Context: an optimization exercise on an open-source flow, tuned for small area, a short achievable clock period and few clock cycles per item. The choices shown serve that exercise and are no tape-out recipe. In this exercise RTL edits were held to simulation tests only and were not proved equivalent to the original. Power is estimated from default activity; no workload was simulated.

## design/flow/design.v

```verilog
module layer1_64_33_16_1_f_rom(clk, addr, z);
   input clk;
   input [5:0] addr;
   output logic signed [15:0] z;
   always_ff @(posedge clk) begin
      case(addr)
        0: z <= -16'd1;
        1: z <= 16'd5;
        2: z <= 16'd2;
        3: z <= -16'd4;
        4: z <= 16'd0;
        5: z <= 16'd4;
        6: z <= -16'd5;
        7: z <= 16'd0;
        8: z <= -16'd5;
        9: z <= -16'd5;
        10: z <= 16'd1;
        11: z <= -16'd8;
        12: z <= -16'd4;
        13: z <= 16'd7;
        14: z <= 16'd6;
        15: z <= 16'd0;
        16: z <= 16'd5;
        17: z <= -16'd3;
        18: z <= -16'd6;
        19: z <= -16'd2;
        20: z <= 16'd2;
        21: z <= 16'd1;
        22: z <= 16'd5;
        23: z <= 16'd2;
        24: z <= -16'd7;
        25: z <= 16'd3;
        26: z <= -16'd7;
        27: z <= -16'd2;
        28: z <= 16'd5;
        29: z <= 16'd2;
        30: z <= 16'd7;
        31: z <= -16'd3;
        32: z <= -16'd1;
      endcase
   end
endmodule
module layer1_64_33_16_1(clk, reset, x_data, x_valid, x_ready, y_data, y_valid, y_ready);
   parameter N = 64, M = 33, T = 16, P = 1;
   localparam LOGSIZE_N=$clog2(N);
   localparam LOGSIZE_M=$clog2(M); 
   input clk, reset, x_valid, y_ready;
   input signed [T-1:0] x_data;
   output x_ready, y_valid;
   output signed [T-1:0] y_data;
   topctrl_layer1_64_33_16_1 #(N, M, T, P) topc(.clk(clk),.reset(reset), .x_data(x_data), .x_valid(x_valid), .y_valid(y_valid), .x_ready(x_ready),.y_ready(y_ready), .y_data(y_data));
endmodule
module topctrl_layer1_64_33_16_1 (clk, reset, x_data, x_valid, y_valid, x_ready, y_ready, y_data);
   parameter N = 112, M = 49, T = 10, P = 1;
   localparam L = N-M+1;
   localparam LOGSIZE_N=$clog2(N);
   localparam LOGSIZE_M=$clog2(M); 
   localparam LOGSIZE_L=$clog2(L);    
   localparam LOGSIZE_P=(P > 1) ? $clog2(P) : 1;
   input clk, reset, x_valid, y_ready;
   output logic 		x_ready, y_valid;
   input signed [T-1:0] x_data;
   output signed [T-1:0]y_data;
   logic [LOGSIZE_N:0] 		load_x_counter;
   logic [LOGSIZE_P-1:0]        p_counter;
   logic done_x, done_load, done_conv, clear_counters, clear_p, inc_p;
   logic 		wr_en_x;
   logic [LOGSIZE_N-1:0] addr_x [P-1:0];
   logic [LOGSIZE_M-1:0] addr_f [P-1:0];
   logic [P-1:0]        clear_acc, en_acc;
   logic signed [T-1:0] y_data_p [P-1:0];
   logic [P-1:0] y_ready_p, y_valid_p, done_p;
   always_comb begin
      integer j;
      for (j = 0; j < P; j= j+1) begin
          y_ready_p[j] = 0;
      end 
      y_ready_p[p_counter] = y_ready;
   end 
   assign y_data = y_data_p[p_counter];
   assign y_valid = y_valid_p[p_counter];
   genvar i;
   generate 
       for (i = 0; i < P; i = i + 1) begin 
           datapath_i_layer1_64_33_16_1 #(N, M, T) d(.clk(clk),.reset(reset),.x_data(x_data),.y_data(y_data_p[i]),.addr_x(addr_x[i]),.addr_f(addr_f[i]),.wr_en_x(wr_en_x),.en_acc(en_acc[i]),.clear_acc(clear_acc[i]));
           ctrlpath_i #(i, N, M, T, P) c(.clk(clk), .reset(reset), .load_x_counter(load_x_counter), .y_valid(y_valid_p[i]), .y_ready(y_ready_p[i]), .addr_x(addr_x[i]), .addr_f(addr_f[i]), .clear_acc(clear_acc[i]), .en_acc(en_acc[i]), .done_p(done_p[i]), .done_load(done_load));
       end 
   endgenerate 
   always_ff @(posedge clk) begin
      if (clear_counters == 1)
        load_x_counter <= 0;
      else if (x_valid == 1 && x_ready == 1)
        load_x_counter <= load_x_counter+1;
   end
   always_ff @(posedge clk) begin
      if (clear_counters == 1 || clear_p)
        p_counter <= 0;
      else if (inc_p)
        p_counter <= p_counter + 1;
   end
   enum {INIT, LOAD, PROCESS, IDLE} state, next_state;
   assign clear_counters = reset || done_conv;
   assign inc_p = y_valid_p[p_counter] == 1 && y_ready_p[p_counter] == 1;
   assign clear_p = p_counter == P-1 && inc_p;
   assign done_x = (load_x_counter == N) || (load_x_counter == N-1 && x_valid == 1);
   assign done_load = done_x && state == LOAD;
   assign done_conv = (p_counter == P-1 && done_p[p_counter]);
   always_comb begin
      if (state == INIT)
	next_state = LOAD;
      else if (state == LOAD) begin
	 if (done_x == 1)
	   next_state = PROCESS;    
         else
	   next_state = LOAD;    
      end
      else if (state == PROCESS) begin
	 if (done_conv == 1)
	 	next_state = LOAD;
	 else
	   next_state = PROCESS;
      end
      else 
        next_state = IDLE;
   end
   always_ff @(posedge clk) begin
      if (reset == 1)
        state <= INIT;
      else
        state <= next_state;      
   end
   assign x_ready = (state == LOAD && load_x_counter < N);
   assign wr_en_x = (state == LOAD && load_x_counter < N);
endmodule
module datapath_i_layer1_64_33_16_1(clk, reset, x_data, y_data, addr_x, addr_f, wr_en_x, en_acc, clear_acc);
   parameter N = 112, M = 49, T = 10;
   localparam LOGSIZE_N=$clog2(N);
   localparam LOGSIZE_M=$clog2(M);   
   localparam signed [T-1:0] max = 2**(T-1)-1;
   localparam signed [T-1:0] min = -1*(2**(T-1));
   input clk, reset;
   input signed [T-1:0] x_data;
   output logic signed [T-1:0] y_data;
   input [LOGSIZE_N-1:0]      addr_x;
   input [LOGSIZE_M-1:0]      addr_f;
   input 		      wr_en_x, en_acc, clear_acc;
   logic signed [T-1:0] 	      x_out;
   logic signed [T-1:0] 	      f_out;
   logic signed [2*T-1:0] product;
   logic signed [T-1:0] product_reg;
   logic signed [T:0] sum;
   logic signed [T-1:0] accum;
   memory #(T, N) myMemInst_x(clk, x_data, x_out, addr_x, wr_en_x);
   layer1_64_33_16_1_f_rom myMemInst_f(clk, addr_f, f_out);
   assign product = x_out * f_out;
   always_ff @(posedge clk) begin
	  if (product > max) 
	     product_reg <= max;
	  else if (product < min)
	     product_reg <= min;
          else 
             product_reg <= product[T-1:0];
   end
      assign sum = accum + product_reg;
   always_ff @(posedge clk) begin
      if (reset == 1 || clear_acc == 1) 
   accum <= 0; 
      else if(en_acc == 1)
          if (sum > max) 
	     accum <= max;
	  else if (sum < min)
	     accum <= min;
          else 
             accum <= sum[T-1:0];
   end
   always_comb begin
       if (accum < 0)
            y_data = 0;
       else 
            y_data = accum;
   end
endmodule
module layer2_32_9_16_1_f_rom(clk, addr, z);
   input clk;
   input [3:0] addr;
   output logic signed [15:0] z;
   always_ff @(posedge clk) begin
      case(addr)
        0: z <= 16'd1;
        1: z <= 16'd1;
        2: z <= 16'd7;
        3: z <= -16'd2;
        4: z <= 16'd4;
        5: z <= -16'd1;
        6: z <= 16'd1;
        7: z <= 16'd7;
        8: z <= -16'd7;
      endcase
   end
endmodule
module layer2_32_9_16_1(clk, reset, x_data, x_valid, x_ready, y_data, y_valid, y_ready);
   parameter N = 32, M = 9, T = 16, P = 1;
   localparam LOGSIZE_N=$clog2(N);
   localparam LOGSIZE_M=$clog2(M); 
   input clk, reset, x_valid, y_ready;
   input signed [T-1:0] x_data;
   output x_ready, y_valid;
   output signed [T-1:0] y_data;
   topctrl_layer2_32_9_16_1 #(N, M, T, P) topc(.clk(clk),.reset(reset), .x_data(x_data), .x_valid(x_valid), .y_valid(y_valid), .x_ready(x_ready),.y_ready(y_ready), .y_data(y_data));
endmodule
module topctrl_layer2_32_9_16_1 (clk, reset, x_data, x_valid, y_valid, x_ready, y_ready, y_data);
   parameter N = 112, M = 49, T = 10, P = 1;
   localparam L = N-M+1;
   localparam LOGSIZE_N=$clog2(N);
   localparam LOGSIZE_M=$clog2(M); 
   localparam LOGSIZE_L=$clog2(L);    
   localparam LOGSIZE_P=(P > 1) ? $clog2(P) : 1;
   input clk, reset, x_valid, y_ready;
   output logic 		x_ready, y_valid;
   input signed [T-1:0] x_data;
   output signed [T-1:0]y_data;
   logic [LOGSIZE_N:0] 		load_x_counter;
   logic [LOGSIZE_P-1:0]        p_counter;
   logic done_x, done_load, done_conv, clear_counters, clear_p, inc_p;
   logic 		wr_en_x;
   logic [LOGSIZE_N-1:0] addr_x [P-1:0];
   logic [LOGSIZE_M-1:0] addr_f [P-1:0];
   logic [P-1:0]        clear_acc, en_acc;
   logic signed [T-1:0] y_data_p [P-1:0];
   logic [P-1:0] y_ready_p, y_valid_p, done_p;
   always_comb begin
      integer j;
      for (j = 0; j < P; j= j+1) begin
          y_ready_p[j] = 0;
      end 
      y_ready_p[p_counter] = y_ready;
   end 
   assign y_data = y_data_p[p_counter];
   assign y_valid = y_valid_p[p_counter];
   genvar i;
   generate 
       for (i = 0; i < P; i = i + 1) begin 
           datapath_i_layer2_32_9_16_1 #(N, M, T) d(.clk(clk),.reset(reset),.x_data(x_data),.y_data(y_data_p[i]),.addr_x(addr_x[i]),.addr_f(addr_f[i]),.wr_en_x(wr_en_x),.en_acc(en_acc[i]),.clear_acc(clear_acc[i]));
           ctrlpath_i #(i, N, M, T, P) c(.clk(clk), .reset(reset), .load_x_counter(load_x_counter), .y_valid(y_valid_p[i]), .y_ready(y_ready_p[i]), .addr_x(addr_x[i]), .addr_f(addr_f[i]), .clear_acc(clear_acc[i]), .en_acc(en_acc[i]), .done_p(done_p[i]), .done_load(done_load));
       end 
   endgenerate 
   always_ff @(posedge clk) begin
      if (clear_counters == 1)
        load_x_counter <= 0;
      else if (x_valid == 1 && x_ready == 1)
        load_x_counter <= load_x_counter+1;
   end
   always_ff @(posedge clk) begin
      if (clear_counters == 1 || clear_p)
        p_counter <= 0;
      else if (inc_p)
        p_counter <= p_counter + 1;
   end
   enum {INIT, LOAD, PROCESS, IDLE} state, next_state;
   assign clear_counters = reset || done_conv;
   assign inc_p = y_valid_p[p_counter] == 1 && y_ready_p[p_counter] == 1;
   assign clear_p = p_counter == P-1 && inc_p;
   assign done_x = (load_x_counter == N) || (load_x_counter == N-1 && x_valid == 1);
   assign done_load = done_x && state == LOAD;
   assign done_conv = (p_counter == P-1 && done_p[p_counter]);
   always_comb begin
      if (state == INIT)
	next_state = LOAD;
      else if (state == LOAD) begin
	 if (done_x == 1)
	   next_state = PROCESS;    
         else
	   next_state = LOAD;    
      end
      else if (state == PROCESS) begin
	 if (done_conv == 1)
	 	next_state = LOAD;
	 else
	   next_state = PROCESS;
      end
      else 
        next_state = IDLE;
   end
   always_ff @(posedge clk) begin
      if (reset == 1)
        state <= INIT;
      else
        state <= next_state;      
   end
   assign x_ready = (state == LOAD && load_x_counter < N);
   assign wr_en_x = (state == LOAD && load_x_counter < N);
endmodule
module datapath_i_layer2_32_9_16_1(clk, reset, x_data, y_data, addr_x, addr_f, wr_en_x, en_acc, clear_acc);
   parameter N = 112, M = 49, T = 10;
   localparam LOGSIZE_N=$clog2(N);
   localparam LOGSIZE_M=$clog2(M);   
   localparam signed [T-1:0] max = 2**(T-1)-1;
   localparam signed [T-1:0] min = -1*(2**(T-1));
   input clk, reset;
   input signed [T-1:0] x_data;
   output logic signed [T-1:0] y_data;
   input [LOGSIZE_N-1:0]      addr_x;
   input [LOGSIZE_M-1:0]      addr_f;
   input 		      wr_en_x, en_acc, clear_acc;
   logic signed [T-1:0] 	      x_out;
   logic signed [T-1:0] 	      f_out;
   logic signed [2*T-1:0] product;
   logic signed [T-1:0] product_reg;
   logic signed [T:0] sum;
   logic signed [T-1:0] accum;
   memory #(T, N) myMemInst_x(clk, x_data, x_out, addr_x, wr_en_x);
   layer2_32_9_16_1_f_rom myMemInst_f(clk, addr_f, f_out);
   assign product = x_out * f_out;
   always_ff @(posedge clk) begin
	  if (product > max) 
	     product_reg <= max;
	  else if (product < min)
	     product_reg <= min;
          else 
             product_reg <= product[T-1:0];
   end
      assign sum = accum + product_reg;
   always_ff @(posedge clk) begin
      if (reset == 1 || clear_acc == 1) 
   accum <= 0; 
      else if(en_acc == 1)
          if (sum > max) 
	     accum <= max;
	  else if (sum < min)
	     accum <= min;
          else 
             accum <= sum[T-1:0];
   end
   always_comb begin
       if (accum < 0)
            y_data = 0;
       else 
            y_data = accum;
   end
endmodule
module layer3_24_10_16_1_f_rom(clk, addr, z);
   input clk;
   input [3:0] addr;
   output logic signed [15:0] z;
   always_ff @(posedge clk) begin
      case(addr)
        0: z <= 16'd1;
        1: z <= -16'd5;
        2: z <= -16'd8;
        3: z <= -16'd1;
        4: z <= 16'd3;
        5: z <= 16'd5;
        6: z <= 16'd4;
        7: z <= 16'd5;
        8: z <= -16'd5;
        9: z <= -16'd2;
      endcase
   end
endmodule
module layer3_24_10_16_1(clk, reset, x_data, x_valid, x_ready, y_data, y_valid, y_ready);
   parameter N = 24, M = 10, T = 16, P = 1;
   localparam LOGSIZE_N=$clog2(N);
   localparam LOGSIZE_M=$clog2(M); 
   input clk, reset, x_valid, y_ready;
   input signed [T-1:0] x_data;
   output x_ready, y_valid;
   output signed [T-1:0] y_data;
   topctrl_layer3_24_10_16_1 #(N, M, T, P) topc(.clk(clk),.reset(reset), .x_data(x_data), .x_valid(x_valid), .y_valid(y_valid), .x_ready(x_ready),.y_ready(y_ready), .y_data(y_data));
endmodule
module topctrl_layer3_24_10_16_1 (clk, reset, x_data, x_valid, y_valid, x_ready, y_ready, y_data);
   parameter N = 112, M = 49, T = 10, P = 1;
   localparam L = N-M+1;
   localparam LOGSIZE_N=$clog2(N);
   localparam LOGSIZE_M=$clog2(M); 
   localparam LOGSIZE_L=$clog2(L);    
   localparam LOGSIZE_P=(P > 1) ? $clog2(P) : 1;
   input clk, reset, x_valid, y_ready;
   output logic 		x_ready, y_valid;
   input signed [T-1:0] x_data;
   output signed [T-1:0]y_data;
   logic [LOGSIZE_N:0] 		load_x_counter;
   logic [LOGSIZE_P-1:0]        p_counter;
   logic done_x, done_load, done_conv, clear_counters, clear_p, inc_p;
   logic 		wr_en_x;
   logic [LOGSIZE_N-1:0] addr_x [P-1:0];
   logic [LOGSIZE_M-1:0] addr_f [P-1:0];
   logic [P-1:0]        clear_acc, en_acc;
   logic signed [T-1:0] y_data_p [P-1:0];
   logic [P-1:0] y_ready_p, y_valid_p, done_p;
   always_comb begin
      integer j;
      for (j = 0; j < P; j= j+1) begin
          y_ready_p[j] = 0;
      end 
      y_ready_p[p_counter] = y_ready;
   end 
   assign y_data = y_data_p[p_counter];
   assign y_valid = y_valid_p[p_counter];
   genvar i;
   generate 
       for (i = 0; i < P; i = i + 1) begin 
           datapath_i_layer3_24_10_16_1 #(N, M, T) d(.clk(clk),.reset(reset),.x_data(x_data),.y_data(y_data_p[i]),.addr_x(addr_x[i]),.addr_f(addr_f[i]),.wr_en_x(wr_en_x),.en_acc(en_acc[i]),.clear_acc(clear_acc[i]));
           ctrlpath_i #(i, N, M, T, P) c(.clk(clk), .reset(reset), .load_x_counter(load_x_counter), .y_valid(y_valid_p[i]), .y_ready(y_ready_p[i]), .addr_x(addr_x[i]), .addr_f(addr_f[i]), .clear_acc(clear_acc[i]), .en_acc(en_acc[i]), .done_p(done_p[i]), .done_load(done_load));
       end 
   endgenerate 
   always_ff @(posedge clk) begin
      if (clear_counters == 1)
        load_x_counter <= 0;
      else if (x_valid == 1 && x_ready == 1)
        load_x_counter <= load_x_counter+1;
   end
   always_ff @(posedge clk) begin
      if (clear_counters == 1 || clear_p)
        p_counter <= 0;
      else if (inc_p)
        p_counter <= p_counter + 1;
   end
   enum {INIT, LOAD, PROCESS, IDLE} state, next_state;
   assign clear_counters = reset || done_conv;
   assign inc_p = y_valid_p[p_counter] == 1 && y_ready_p[p_counter] == 1;
   assign clear_p = p_counter == P-1 && inc_p;
   assign done_x = (load_x_counter == N) || (load_x_counter == N-1 && x_valid == 1);
   assign done_load = done_x && state == LOAD;
   assign done_conv = (p_counter == P-1 && done_p[p_counter]);
   always_comb begin
      if (state == INIT)
	next_state = LOAD;
      else if (state == LOAD) begin
	 if (done_x == 1)
	   next_state = PROCESS;    
         else
	   next_state = LOAD;    
      end
      else if (state == PROCESS) begin
	 if (done_conv == 1)
	 	next_state = LOAD;
	 else
	   next_state = PROCESS;
      end
      else 
        next_state = IDLE;
   end
   always_ff @(posedge clk) begin
      if (reset == 1)
        state <= INIT;
      else
        state <= next_state;      
   end
   assign x_ready = (state == LOAD && load_x_counter < N);
   assign wr_en_x = (state == LOAD && load_x_counter < N);
endmodule
module datapath_i_layer3_24_10_16_1(clk, reset, x_data, y_data, addr_x, addr_f, wr_en_x, en_acc, clear_acc);
   parameter N = 112, M = 49, T = 10;
   localparam LOGSIZE_N=$clog2(N);
   localparam LOGSIZE_M=$clog2(M);   
   localparam signed [T-1:0] max = 2**(T-1)-1;
   localparam signed [T-1:0] min = -1*(2**(T-1));
   input clk, reset;
   input signed [T-1:0] x_data;
   output logic signed [T-1:0] y_data;
   input [LOGSIZE_N-1:0]      addr_x;
   input [LOGSIZE_M-1:0]      addr_f;
   input 		      wr_en_x, en_acc, clear_acc;
   logic signed [T-1:0] 	      x_out;
   logic signed [T-1:0] 	      f_out;
   logic signed [2*T-1:0] product;
   logic signed [T-1:0] product_reg;
   logic signed [T:0] sum;
   logic signed [T-1:0] accum;
   memory #(T, N) myMemInst_x(clk, x_data, x_out, addr_x, wr_en_x);
   layer3_24_10_16_1_f_rom myMemInst_f(clk, addr_f, f_out);
   assign product = x_out * f_out;
   always_ff @(posedge clk) begin
	  if (product > max) 
	     product_reg <= max;
	  else if (product < min)
	     product_reg <= min;
          else 
             product_reg <= product[T-1:0];
   end
      assign sum = accum + product_reg;
   always_ff @(posedge clk) begin
      if (reset == 1 || clear_acc == 1) 
   accum <= 0; 
      else if(en_acc == 1)
          if (sum > max) 
	     accum <= max;
	  else if (sum < min)
	     accum <= min;
          else 
             accum <= sum[T-1:0];
   end
   always_comb begin
       if (accum < 0)
            y_data = 0;
       else 
            y_data = accum;
   end
endmodule
module net_64_33_9_10_16_3(clk, reset, x_data, x_valid, x_ready, y_data, y_valid, y_ready);
   parameter N = 64, M1 = 33, M2 = 9, M3 = 10, T = 16, P1 = 1, P2 = 1, P3 = 1;
   localparam L1 = N-M1+1, L2 = L1-M2+1;
   input clk, reset, x_valid, y_ready;
   input signed [T-1:0] x_data;
   output x_ready, y_valid;
   output signed [T-1:0] y_data;
   logic signed [T-1:0] y_data1;
   logic y_valid1;
   logic x_ready2;
   logic signed [T-1:0] y_data2;
   logic y_valid2;
   logic x_ready3;
   layer1_64_33_16_1 #(N, M1, T, P1) layer1(.clk(clk),.reset(reset), .x_data(x_data), .x_valid(x_valid), .x_ready(x_ready), .y_data(y_data1), .y_valid(y_valid1), .y_ready(x_ready2));
   layer2_32_9_16_1 #(L1, M2, T, P2) layer2(.clk(clk),.reset(reset), .x_data(y_data1), .x_valid(y_valid1), .x_ready(x_ready2), .y_data(y_data2), .y_valid(y_valid2), .y_ready(x_ready3));
   layer3_24_10_16_1 #(L2, M3, T, P3) layer3(.clk(clk),.reset(reset), .x_data(y_data2), .x_valid(y_valid2), .x_ready(x_ready3), .y_data(y_data), .y_valid(y_valid), .y_ready(y_ready));
endmodule
module memory(clk, data_in, data_out, addr, wr_en);
   parameter                   WIDTH=16, SIZE=64;
   localparam                  LOGSIZE=$clog2(SIZE);
   input [WIDTH-1:0]           data_in;
   output logic [WIDTH-1:0]    data_out;
   input [LOGSIZE-1:0] 	       addr;
   input                       clk, wr_en;
   logic [SIZE-1:0][WIDTH-1:0] mem;
   always_ff @(posedge clk) begin
      data_out <= mem[addr];
      if (wr_en)
        mem[addr] <= data_in;
   end
endmodule
module ctrlpath_i(clk, reset, load_x_counter, y_valid, y_ready, addr_x, addr_f, clear_acc, en_acc, done_p, done_load);
   parameter index = 0, N = 112, M = 49, T = 10, P = 1;
   localparam L = N-M+1;
   localparam LOGSIZE_N=$clog2(N);
   localparam LOGSIZE_M=$clog2(M); 
   localparam LOGSIZE_L=$clog2(L);    
   input clk, reset, y_ready, done_load;
   input [LOGSIZE_N:0] 		load_x_counter;
   output y_valid, done_p;
   output logic [LOGSIZE_N-1:0] addr_x;
   output logic [LOGSIZE_M-1:0] addr_f;
   output logic 		clear_acc, en_acc;
   logic 			inc_inner, clear_counters, clear_inner, inc_outer, done_inner, done_outer;
   logic [LOGSIZE_M:0] 		inner_counter; 
   logic [LOGSIZE_L - 1:0] 	outer_counter;
   enum 			{INIT, LOAD, CLEAR_ACC, FIRST_PIPE, INC_INNER, WAIT_READY, IDLE} state, next_state;
   always_comb begin
      if (state == INIT)
	next_state = LOAD;
      else if (state == LOAD) begin
	 if (done_load == 1)
	   next_state = CLEAR_ACC;    
         else
	   next_state = LOAD;    
      end
      else if (state == CLEAR_ACC) 
        next_state = FIRST_PIPE;
      else if (state == FIRST_PIPE)
        next_state = INC_INNER;
      else if (state == INC_INNER) begin
	 if (done_inner == 1)
	   next_state = WAIT_READY;
         else
           next_state = INC_INNER;
      end
      else if (state == WAIT_READY) begin
	 if (y_ready == 1)
           if (done_outer == 1)
             next_state = LOAD;
           else 
	     next_state = CLEAR_ACC;
	 else
	   next_state = WAIT_READY;
      end
      else 
        next_state = IDLE;
   end
   always_ff @(posedge clk) begin
      if (reset == 1)
        state <= INIT;
      else
        state <= next_state;      
   end
   always_comb begin
      if ( state == CLEAR_ACC || state == INC_INNER || state == FIRST_PIPE) begin
         addr_x = inner_counter + outer_counter;  
         addr_f = inner_counter;
      end
      else if (state == LOAD) begin
         addr_x = load_x_counter;
         addr_f = 0;
      end 
      else begin
         addr_x = 0;
         addr_f = 0;
      end 
   end 
   always_ff @(posedge clk) begin
      if (clear_counters == 1 || clear_inner == 1) 
        inner_counter <= 0;
      else if (inc_inner == 1) 
	inner_counter <= inner_counter + 1;
   end	
   always_ff @(posedge clk) begin
      if (clear_counters == 1)
        outer_counter <= index;
      else if (inc_outer == 1)
        outer_counter <= outer_counter + P;
   end	
   assign clear_counters = (reset == 1 || (next_state == LOAD && state == WAIT_READY));
   assign done_p = clear_counters;
   assign done_inner = (inner_counter == M + 1);
   assign done_outer = (outer_counter >= L - P);
   assign inc_inner = (state == INC_INNER || state == CLEAR_ACC || state == FIRST_PIPE) && done_inner == 0;
   assign y_valid = (state == WAIT_READY);
   assign inc_outer = (state == WAIT_READY && y_ready == 1) && done_outer == 0;
   assign clear_acc = (state == CLEAR_ACC);
   assign clear_inner = (next_state == CLEAR_ACC);
   assign en_acc = (state == INC_INNER);
endmodule
```

## design/flow/run.sh

```bash
#!/bin/bash
# synth_recipe.tcl (not shown) runs the flow's synth.tcl, then flattens the netlist and writes it again
# the make line also repeats each setting of config.mk as NAME=value (left out here)
make -C /OpenROAD-flow-scripts/flow DESIGN_CONFIG=/design/flow/config.mk WORK_HOME=/design/flow/orfs CLKGATE_MAP_FILE= SYNTH_SCRIPT=/design/flow/synth_recipe.tcl finish
```

## design/flow/config.mk

```make
export PLATFORM = sky130hd
export DESIGN_NAME = net_64_33_9_10_16_3
export DESIGN_NICKNAME = net_64_33_9_10_16_3
export VERILOG_FILES = /design/flow/design.v
export SDC_FILE = /design/flow/constraint.sdc
export NUM_CORES = 4
export LEC_CHECK = 0
export CAP_MARGIN = 20
export CORE_MARGIN = 2
export CORE_UTILIZATION = 40
export PLACE_DENSITY = 0.6
export SLEW_MARGIN = 20
```

## design/flow/constraint.sdc

```tcl
create_clock -name core_clock -period 9.0 [get_ports {clk}]
set_input_delay 1.8000 -clock core_clock [delete_from_list [all_inputs] [get_ports {clk}]]
set_output_delay 1.8000 -clock core_clock [all_outputs]
set_load 0.01 [all_outputs]
```

==> impl_results.md <==
- Full die area: roughly 340,000 um2
- CP arrival: a little under 9000 ps
- Register area: between 60,000 and 70,000 um2
- Critical path origin: layer3.topc.genblk1[0].d.myMemInst_f.z[14]
- Reg2Reg Capture Point: layer3.topc.genblk1[0].d.product_reg[5]
- First-pass DRT Iterations: 6
- DR DRC count: 0
- Outcome: no timing/DRC/antenna violations
- Crit path to: layer3.topc.genblk1[0].d.product_reg[5]
- Startpoint Class: flip-flop
- Hold-fix buffer count after cts: 0
- Rel. slew slack: 0.1530
- Max FO, Critical Path: 12
- Max_cap viols: 0
- Die H: just under 600 um
- Max reg flops: between 1,000 and 1,500
- Synth warn: 24
- Yosys top cell by area: edfxtp_1
- Post-Synthesis Cell Area: 132,700 um2
- CTS tree: built
- RSZ-0062 raised after global routing: false
- Root buffer cell: clkbuf_16
- Crit share post-route: 0.8917
- DP HPWL: between 200,000 and 250,000 um
- Worst Path Required: around 10000 ps
- Wirelength per Cell: roughly 23 um
- Layout filler cell count: between 30,000 and 40,000
- Total Routed Length: 391,000 um
- Dpl ws: 744.4 ps
- Port bufs: 36
- Design Area, Final: 144,600 um2
- Gate Count Post-Synth: about 13,000
- Starting Density: 0.4019
- Core ar.: between 300,000 and 400,000 um2
- Worst-skew pair later-pin latency: between 900 and 1000 ps
- Least-Margin Pin Slew: 1262 ps
- Total power: between 50 and 60 mW
- RR Startpoint: layer3.topc.genblk1[0].d.myMemInst_f.z[14]
- Final setup fails: 0
- Antenna violations before repair: 6
- Fin nets: 13,471
- Setup WS post-layout: 974.9 ps
- Gpl congestion: approximately 0.89
- Routed vias: slightly below 100k
- Leak Pwr: ~57 nW
- Multi-input gate area: between 60,000 and 70,000 um2
- Tot GR Track Use: 0.2254
- Via density: ~5.8
- Top Registers: layer1.topc.genblk1.d.myMemInst_x.mem (1024), layer2.topc.genblk1.d.myMemInst_x.mem (512), layer3.topc.genblk1.d.myMemInst_x.mem (384)
- FMAX: around 120 MHz
- Main flop type after synthesis: edfxtp_1
- R2r setup slk: 970 ps
- Num CTS Buffers: 241
- First-pass GRT wire length: roughly 600,000 um
- Final Slew Violations: 0
- Syn Area/Cell: a little over 10 um2
- Antenna violation net count after detailed routing: 0
- Top post-synthesis cells by area: edfxtp_1, fa_1, nand2_1
- Cell variety after synth: 100
- Area after DPL: between 100,000 and 150,000 um2
- EDFF count, synth: ~1,900
- Vias in the first global route: about 95,000
- Max clock buf depth: 4
- Global route overflow: 0
- Setup bufs post-CTS: 0
- Area Overhead vs Synth: 8.931%
- PD cells: 365.7 nW/um2
- Post-synthesis async set-or-reset flop share: 0
- Die W: roughly 580 um
- Worst Hold Class: flip-flop to flip-flop
- Io pins: 38
- Max VDD drop: between 2 and 2.5 mV
- Final hold vios: 0
- Largest net degree at the start of global routing: between 150 and 200
- Kind of critical path: flip-flop to flip-flop
- Count of state elements after synthesis: 2,144
- Area share of the largest cell type after synthesis: 0.4371
- Htree depth: 4
- Clock Pin Slew Worst Setup and Hold Paths: 60 ps
- Worst reg2reg path depth: 24
- Tmin final: 8025 ps
- Nature of the critical path endpoint: flip-flop
- Mapped Nets: ~14,000
- DR iter-0 viols: between 10,000 and 15,000
- Clock sink count: around 2,100
- Top reg by flops: layer1.topc.genblk1.d.myMemInst_x.mem
- Row count: roughly 210
- Fraction of layout cells with a size suffix above 1: 0.09926
- Resize count post-CTS: 0
- Sequential area share after synthesis: 0.4691
- Worst Skew: around 130 ps
==> layout make-up <==
class | count | share of cell area
Antenna cell | 4 | 0.00006923
Tap cell | 4366 | 0.03778
Sequential cell | 2144 | 0.4306
Multi-Input combinational cell | 8999 | 0.4390
Clock buffer | 306 | 0.04593
Inverter | 920 | 0.02415
Clock inverter | 143 | 0.008775
Timing Repair Buffer | 222 | 0.01366
==> report_power, final <==
| group | internal [mW] | total (mW) | switching [mW] |
|---|---|---|---|
| registers | 11.6 | 11.9 | 0.326 |
| logic | 12.7 | 30.9 | 18.2 |
| clock network | 5.71 | 10.0 | 4.31 |
==> worst min path at each step <==
stage	startpoint	end	depth (start not counted)
after floorplan	layer3.topc.load_x_counter[5]	layer3.topc.load_x_counter[5]	1
after global placement	layer3.topc.load_x_counter[5]	layer3.topc.load_x_counter[5]	1
after detailed placement	layer3.topc.load_x_counter[5]	layer3.topc.load_x_counter[5]	1
after CTS	layer3.topc.load_x_counter[5]	layer3.topc.load_x_counter[5]	1
after global routing	layer3.topc.load_x_counter[5]	layer3.topc.load_x_counter[5]	1
final	layer3.topc.load_x_counter[5]	layer3.topc.load_x_counter[5]	1
==> cells in the mapped netlist (11+ instances only) <==
cell type  instances
o21bai_1          29
a311oi_1         397
buf_2             77
or3_1             18
a32o_1            45
a21oi_1          272
nor3_1            79
xor2_1            69
a21o_1            78
nor4_1            14
xnor2_1          147
nor2_2            24
and3_1           255
nor2_1           291
and2_1           181
buf_1             59
clkbuf_1         774
buf_4             41
nand2_1         2988
dfxtp_1          212
a211oi_1          43
edfxtp_1        1932
ha_1             335
nand2b_1          60
nand4_1           39
inv_1            909
o211ai_1          15
o21a_1            14
mux2_2           549
a22oi_1           13
o31ai_1           23
maj3_1            28
nand3_1          582
fa_1             588
a31oi_1          104
mux2_1            71
o21ai_0          839
o21ai_1           35
a22o_1           542
or2_2             11
nor2b_1           65
==> per-stage QoR <==
step	hold WS (ps)	utilization	TNS (ps)	instances
finish	461.7	0.4378	0	17104
floorplan	430.8	-	-9755290	13021
global placement	445.1	0.4131	0	16642
CTS	466.2	0.4373	0	17093
global route	481.0	0.4378	0	17102
detailed placement	446.2	0.4133	0	16644
==> worst max-delay path: stages (launching register included) <==
cell      delay, ps
edfxtp_1        590
clkinv_1        390
nor2_1          310
inv_1           180
fa_1            380
inv_1           190
fa_1            480
fa_1            580
fa_1            430
fa_1            490
inv_1            60
fa_1            490
inv_1            40
ha_1            400
a21oi_1         170
o21bai_1         70
a21oi_1         380
nor2b_1         130
a221oi_1        230
o311ai_0        170
nor4_1          230
or4b_1          480
o41ai_2         610
inv_2           240
o21ai_0         220
==> cell usage in the layout (no fill, tap or decap), types with 32 or more instances in the layout <==
cell type,synthesis,routed
nand2_1,2988,2984
edfxtp_1,1932,1932
inv_1,909,904
o21ai_0,839,838
fa_1,588,588
nand3_1,582,581
mux2_2,549,549
a22o_1,542,542
a311oi_1,397,396
ha_1,335,335
nor2_1,291,278
a21oi_1,272,267
and3_1,255,255
clkbuf_16,0,254
dfxtp_1,212,211
and2_1,181,181
buf_4,41,163
xnor2_1,147,147
a31oi_1,104,103
a21o_1,78,77
nor3_1,79,77
mux2_1,71,71
xor2_1,69,69
nand2b_1,60,59
clkinv_2,0,56
nor2b_1,65,49
clkinv_1,5,48
a32o_1,45,45
a211oi_1,43,43
clkbuf_1,774,43
nand4_1,39,39
o21ai_1,35,32
==> routing by layer <==
| layer | up-vias | wire (um) | global-route usage | part of all wire |
|---|---|---|---|---|
| li1 | 45011 | - | - | - |
| met1 | 49270 | 167300 | 0.3124 | 0.43 |
| met2 | 3602 | 183000 | 0.3635 | 0.47 |
| met3 | 660 | 25970 | 0.02648 | 0.066 |
| met4 | 4 | 14790 | 0.08131 | 0.038 |
| met5 | - | 27 | 0 | 0.000069 |
==> kinds of logic (layout without fill, tap and decap cells) <==
logic type                 count (synthesis)  count (layout)  synth area share
DFF                                     2144            2144            0.4691
buffers and inverters                   1878            1591           0.05546
adders and majority gates                951             951            0.1224
xor gates and xnor gates                 216             216           0.01425
AOI/OAI and AO/OA                       2538            2538            0.1323
and+or+nand+nor                         4665            4665            0.1533
other                                      1               5        0.00002825
muxes                                    628             628           0.05320
Testbench counts, summed over its fixed seeds: cycles 92,272, vectors 64.

## afterwards: timing with drivers on the ports
How much do the figures lean on ideal ports? The routed layout below was timed once more, with nothing changed but the port constraints.
Step 1 assumes that a clkbuf_16 drives the clock port and a buf_2 every other input.
Step 2, shift: input delay + t, output delay - t, t = (earliest + latest rising clock arrival at the registers) / 2. This alone moves slack from input paths to output paths.
a / b / c = no drivers / after step 1 / after step 2; a / b = the first two.
shift t [ns]: 1.011
setup WS [ns]: 0.975 / 0.975 / 0.975
hold slack, ns: 0.462 / 0.462 / 0.462
slew at the worst register clock pin (ns): 0.07 / 0.07
worst slew at a driven data input, ns: 0.04
After both steps setup and hold are still met in this run. The setup slack of this run moves by 0.000 ns with the drivers and by 0.000 ns with both steps.
